Source: an optimization exercise on an open RTL-to-GDS flow (aim: small area, a short achievable clock period and few clock cycles). Production flows keep margins and buffers that such runs may drop. In this exercise RTL edits were held to simulation tests only and were not proved equivalent to the original. Power and IR drop assume default switching activity.

==> flow/design.v <==
module riscie(
	input clk,
	input reset,
	output [31:0] imem_addr,
	input [31:0] imem_rdata,
	output [31:0] dmem_addr,
	output [31:0] dmem_wdata,
	output dmem_we,
	input [31:0] dmem_rdata
);
	reg [31:1] pc;
	assign imem_addr = {pc, 1'b0};
	wire [31:0] fi = imem_rdata;
	wire f_beq = fi[6:0] == 7'b1100011 && fi[14:12] == 3'b000;
	wire f_pred = f_beq && (fi[19:15] == fi[24:20] || fi[31]);
	wire [12:1] f_immb = {fi[31], fi[7], fi[30:25], fi[11:8]};
	wire [11:0] f_g = pc[12:1] & f_immb;
	wire [11:0] f_p = pc[12:1] ^ f_immb;
	wire [11:0] fg [0:4];
	wire [11:0] fp [0:4];
	assign fg[0] = f_g;
	assign fp[0] = f_p;
	genvar fk, fj;
	generate
		for (fk = 0; fk < 4; fk = fk + 1) begin : fks
			for (fj = 0; fj < 12; fj = fj + 1) begin : fksbit
				if (fj >= (1 << fk)) begin : fksop
					assign fg[fk+1][fj] = fg[fk][fj] | (fp[fk][fj] & fg[fk][fj - (1 << fk)]);
					assign fp[fk+1][fj] = fp[fk][fj] & fp[fk][fj - (1 << fk)];
				end else begin : fkspass
					assign fg[fk+1][fj] = fg[fk][fj];
					assign fp[fk+1][fj] = fp[fk][fj];
				end
			end
		end
	endgenerate
	wire [11:0] f_lo = f_p ^ {fg[4][10:0], 1'b0};
	wire f_cout = fg[4][11];
	wire [31:13] pc_hi_inc = pc[31:13] + 19'd1;
	wire [31:13] pc_hi_dec = pc[31:13] - 19'd1;
	wire [31:13] f_hi1 = fi[31] ? pc[31:13] : pc_hi_inc;    
	wire [31:13] f_hi0 = fi[31] ? pc_hi_dec : pc[31:13];    
	wire [31:13] f_hi = f_cout ? f_hi1 : f_hi0;
	wire [31:1] f_target = {f_hi, f_lo};
	wire [31:1] pc_plus4 = pc + 31'd2;
	reg [31:0] d_inst;
	reg [31:1] d_alt;    
	reg d_pred, d_valid;
	reg [31:1] d_sel1, d_sel2;   
	wire [4:0] d_rs1 = d_inst[19:15];
	wire [4:0] d_rs2 = d_inst[24:20];
	wire [4:0] d_rd = d_inst[11:7];
	wire [6:0] d_op = d_inst[6:0];
	wire d_isR = d_op == 7'b0110011;
	wire d_isI = d_op == 7'b0010011;
	wire d_isL = d_op == 7'b0000011;
	wire d_isS = d_op == 7'b0100011;
	wire d_isB = d_op == 7'b1100011;
	wire d_we = d_valid && (d_isR || d_isI || d_isL) && d_rd != 5'd0;
	wire d_uses2 = d_isR || d_isS || d_isB;
	reg [31:0] e_a;    
	reg [31:0] e_b;    
	reg [31:0] e_sd;   
	reg [31:1] e_alt;
	reg [4:0] e_rd;
	reg e_fwds, e_sub, e_and, e_or;
	reg e_we, e_ld, e_st, e_br, e_pred;
	reg [31:0] m_res, m_wdata;
	reg [31:0] m_fa, m_fb;   
	reg [4:0] m_rd;
	reg m_we, m_ld, m_st;
	reg [31:0] rf [1:31];
	wire [31:0] wb_data = m_ld ? dmem_rdata : m_res;
	always @(posedge clk)
		if (m_we)
			rf[m_rd] <= wb_data;
	reg [31:0] r1, r2;
	integer i;
	always @(*) begin
		r1 = 32'd0;
		r2 = 32'd0;
		for (i = 1; i < 32; i = i + 1) begin
			r1 = r1 | (rf[i] & {32{d_sel1[i]}});
			r2 = r2 | (rf[i] & {32{d_sel2[i]}});
		end
	end
	reg byp1, byp2;
	wire [31:0] d_a = byp1 ? wb_data : r1;
	wire [31:0] d_b = byp2 ? wb_data : r2;
	reg stall_q;
	wire stall = stall_q;
	wire f_isB = fi[6:0] == 7'b1100011;
	wire f_uses2 = fi[6:0] == 7'b0110011 || f_isB;
	wire stall_next = !stall && d_valid && d_isL && d_rd != 5'd0 &&
		(fi[19:15] == d_rd || (f_uses2 && fi[24:20] == d_rd));
	wire [31:0] d_imm = d_isS ? {{20{d_inst[31]}}, d_inst[31:25], d_inst[11:7]} :
		{{20{d_inst[31]}}, d_inst[31:20]};
	wire d_sub = d_isR && d_inst[30];
	wire [31:0] d_op2 = (d_isR || d_isB) ? d_b : d_imm;
	reg d_fwda, d_fwdb;
	wire [4:0] n_rs1 = stall ? d_rs1 : fi[19:15];
	wire [4:0] n_rs2 = stall ? d_rs2 : fi[24:20];
	wire [31:0] x_a = e_a | m_fa;
	wire [31:0] x_b = e_b | m_fb;
	wire [31:0] x_g = x_a & x_b;
	wire [31:0] x_p = x_a ^ x_b;
	wire [31:0] kg [0:5];
	wire [31:0] kp [0:5];
	assign kg[0] = {x_g[31:1], x_g[0] | (x_p[0] & e_sub)};
	assign kp[0] = x_p;
	genvar k, j;
	generate
		for (k = 0; k < 5; k = k + 1) begin : ks
			for (j = 0; j < 32; j = j + 1) begin : ksbit
				if (j >= (1 << k)) begin : ksop
					assign kg[k+1][j] = kg[k][j] | (kp[k][j] & kg[k][j - (1 << k)]);
					assign kp[k+1][j] = kp[k][j] & kp[k][j - (1 << k)];
				end else begin : kspass
					assign kg[k+1][j] = kg[k][j];
					assign kp[k+1][j] = kp[k][j];
				end
			end
		end
	endgenerate
	wire [31:0] x_c = {kg[5][30:0], e_sub};   
	wire x_logic = e_and | e_or;
	wire [31:0] x_lres = e_and ? (x_a & x_b) : (x_a | x_b);
	wire [31:0] x_r0 = x_logic ? x_lres : x_p;
	wire [31:0] x_r1 = x_logic ? x_lres : ~x_p;
	wire [31:0] x_res = (x_c & x_r1) | (~x_c & x_r0);
	wire [31:0] x_fa0 = x_r0 & {32{d_fwda}};
	wire [31:0] x_fa1 = x_r1 & {32{d_fwda}};
	wire [31:0] x_fb0 = (x_r0 ^ {32{d_sub}}) & {32{d_fwdb}};
	wire [31:0] x_fb1 = (x_r1 ^ {32{d_sub}}) & {32{d_fwdb}};
	wire x_eq = x_a == x_b;
	wire [31:0] x_sd = e_fwds ? wb_data : e_sd;
	wire redirect = e_br && (x_eq != e_pred);
	assign dmem_addr = m_res;
	assign dmem_wdata = m_wdata;
	assign dmem_we = m_st;
	always @(posedge clk) begin
		if (reset)
			pc <= 31'd0;
		else if (redirect)
			pc <= e_alt;
		else if (!stall)
			pc <= f_pred ? f_target : pc_plus4;
		stall_q <= !reset && stall_next;
		if (reset || redirect)
			d_valid <= 1'b0;
		else if (!stall)
			d_valid <= 1'b1;
		if (!stall) begin
			d_inst <= fi;
			d_alt <= f_pred ? pc_plus4 : f_target;
			d_pred <= f_pred;
		end
		for (i = 1; i < 32; i = i + 1) begin
			d_sel1[i] <= n_rs1 == i;
			d_sel2[i] <= n_rs2 == i;
		end
		byp1 <= !reset && e_we && e_rd == n_rs1;
		byp2 <= !reset && e_we && e_rd == n_rs2;
		d_fwda <= !reset && !stall && d_we && d_rd == fi[19:15];
		d_fwdb <= !reset && !stall && d_we && d_rd == fi[24:20] && (fi[6:0] == 7'b0110011 || f_isB);
		e_a <= d_a & {32{!d_fwda}};
		e_b <= (d_op2 ^ {32{d_sub}}) & {32{!d_fwdb}};
		e_sd <= d_b;
		e_alt <= d_alt;
		e_rd <= d_rd;
		e_fwds <= e_we && e_rd == d_rs2;
		e_sub <= d_sub;
		e_and <= d_isR && d_inst[14:12] == 3'b111;
		e_or <= d_isR && d_inst[14:12] == 3'b110;
		e_pred <= d_pred;
		if (reset || redirect || stall || !d_valid) begin
			e_we <= 1'b0;
			e_ld <= 1'b0;
			e_st <= 1'b0;
			e_br <= 1'b0;
		end else begin
			e_we <= d_we;
			e_ld <= d_isL && d_we;
			e_st <= d_isS;
			e_br <= d_isB && d_inst[14:12] == 3'b000;
		end
		m_res <= x_res;
		m_fa <= (x_c & x_fa1) | (~x_c & x_fa0);
		m_fb <= (x_c & x_fb1) | (~x_c & x_fb0);
		m_wdata <= x_sd;
		m_rd <= e_rd;
		if (reset) begin
			m_we <= 1'b0;
			m_ld <= 1'b0;
			m_st <= 1'b0;
		end else begin
			m_we <= e_we;
			m_ld <= e_ld;
			m_st <= e_st;
		end
	end
endmodule
Settings: LEC_CHECK=0, CAP_MARGIN=20, CELL_PAD_IN_SITES_DETAIL_PLACEMENT=1, CORE_MARGIN=2, CORE_UTILIZATION=40, CTS_BUF_LIST=sky130_fd_sc_hd__clkbuf_8, CTS_CLUSTER_DIAMETER=50, CTS_CLUSTER_SIZE=16, PLACE_DENSITY=0.6, SETUP_SLACK_MARGIN=4.8, SLEW_MARGIN=20; clock period 8.0 ns.
run.sh (not shown) runs the stock make flow with config.mk's settings and CLKGATE_MAP_FILE= SYNTH_SCRIPT=/design/flow/synth_recipe.tcl, a recipe that flattens the netlist after the stock synthesis.
Testbench counts at the start, summed over its fixed seeds: cycles 59,624.
Edit:
--- a/flow/design.v
+++ b/flow/design.v
@@ -82,11 +82,12 @@
 		for (i = 1; i < 32; i = i + 1) begin
 			r1 = r1 | (rf[i] & {32{d_sel1[i]}});
 			r2 = r2 | (rf[i] & {32{d_sel2[i]}});
 		end
 	end
-	reg byp1, byp2;
+	wire byp1 = m_we && m_rd == d_rs1;
+	wire byp2 = m_we && m_rd == d_rs2;
 	wire [31:0] d_a = byp1 ? wb_data : r1;
 	wire [31:0] d_b = byp2 ? wb_data : r2;
 	reg stall_q;
 	wire stall = stall_q;
 	wire f_isB = fi[6:0] == 7'b1100011;
@@ -95,13 +96,12 @@
 		(fi[19:15] == d_rd || (f_uses2 && fi[24:20] == d_rd));
 	wire [31:0] d_imm = d_isS ? {{20{d_inst[31]}}, d_inst[31:25], d_inst[11:7]} :
 		{{20{d_inst[31]}}, d_inst[31:20]};
 	wire d_sub = d_isR && d_inst[30];
 	wire [31:0] d_op2 = (d_isR || d_isB) ? d_b : d_imm;
-	reg d_fwda, d_fwdb;
-	wire [4:0] n_rs1 = stall ? d_rs1 : fi[19:15];
-	wire [4:0] n_rs2 = stall ? d_rs2 : fi[24:20];
+	wire d_fwda = e_we && e_rd == d_rs1;
+	wire d_fwdb = e_we && e_rd == d_rs2 && (d_isR || d_isB);
 	wire [31:0] x_a = e_a | m_fa;
 	wire [31:0] x_b = e_b | m_fb;
 	wire [31:0] x_g = x_a & x_b;
 	wire [31:0] x_p = x_a ^ x_b;
 	wire [31:0] kg [0:5];
@@ -152,19 +152,15 @@
 			d_valid <= 1'b1;
 		if (!stall) begin
 			d_inst <= fi;
 			d_alt <= f_pred ? pc_plus4 : f_target;
 			d_pred <= f_pred;
+			for (i = 1; i < 32; i = i + 1) begin
+				d_sel1[i] <= fi[19:15] == i;
+				d_sel2[i] <= fi[24:20] == i;
+			end
 		end
-		for (i = 1; i < 32; i = i + 1) begin
-			d_sel1[i] <= n_rs1 == i;
-			d_sel2[i] <= n_rs2 == i;
-		end
-		byp1 <= !reset && e_we && e_rd == n_rs1;
-		byp2 <= !reset && e_we && e_rd == n_rs2;
-		d_fwda <= !reset && !stall && d_we && d_rd == fi[19:15];
-		d_fwdb <= !reset && !stall && d_we && d_rd == fi[24:20] && (fi[6:0] == 7'b0110011 || f_isB);
 		e_a <= d_a & {32{!d_fwda}};
 		e_b <= (d_op2 ^ {32{d_sub}}) & {32{!d_fwdb}};
 		e_sd <= d_b;
 		e_alt <= d_alt;
 		e_rd <= d_rd;
After rerunning: Sequential share of layout area is about the same; critical path depth goes down by 8; clock skew goes down by 21 ps; first-iteration DRC count grows by 8.1%; power climbs by 0.35%; design area climbs by 1.2%; area after synthesis rose by 0.84%; fmax rose by 1.4%; cell count barely changes.
Testbench counts after the change, summed over its fixed seeds: cycles 59,624.

==> afterwards: timing with drivers on the ports <==
The flow's constraints put no driver on any port. The routed layouts listed below were extracted and timed again, unchanged, in two steps.
Step 1 sets driving cells, clkbuf_16 on the clock port and buf_2 on the other inputs (assumed; they add their load-dependent delay and slew).
Step 2, shift: input delay + t, output delay - t, t = (earliest + latest rising clock arrival at the registers) / 2. This alone moves slack from input paths to output paths.
a / b / c = ideal / step 1 / step 2; a / b = the first two.
run	t (ns)	slack for setup (ns)	latest minus earliest clock arrival (ns)	worst data-port slew with drivers (ns)
the first run	1.022	4.456 / 4.508 / 3.486	0.076 / 0.076	0.07
the second run	1.038	4.504 / 4.504 / 3.522	0.069 / 0.069	0.06
After both steps every run listed still meets setup and hold. The setup slack of the second run, which loses most, moves by 0.000 ns with the drivers and by -0.982 ns with both steps.
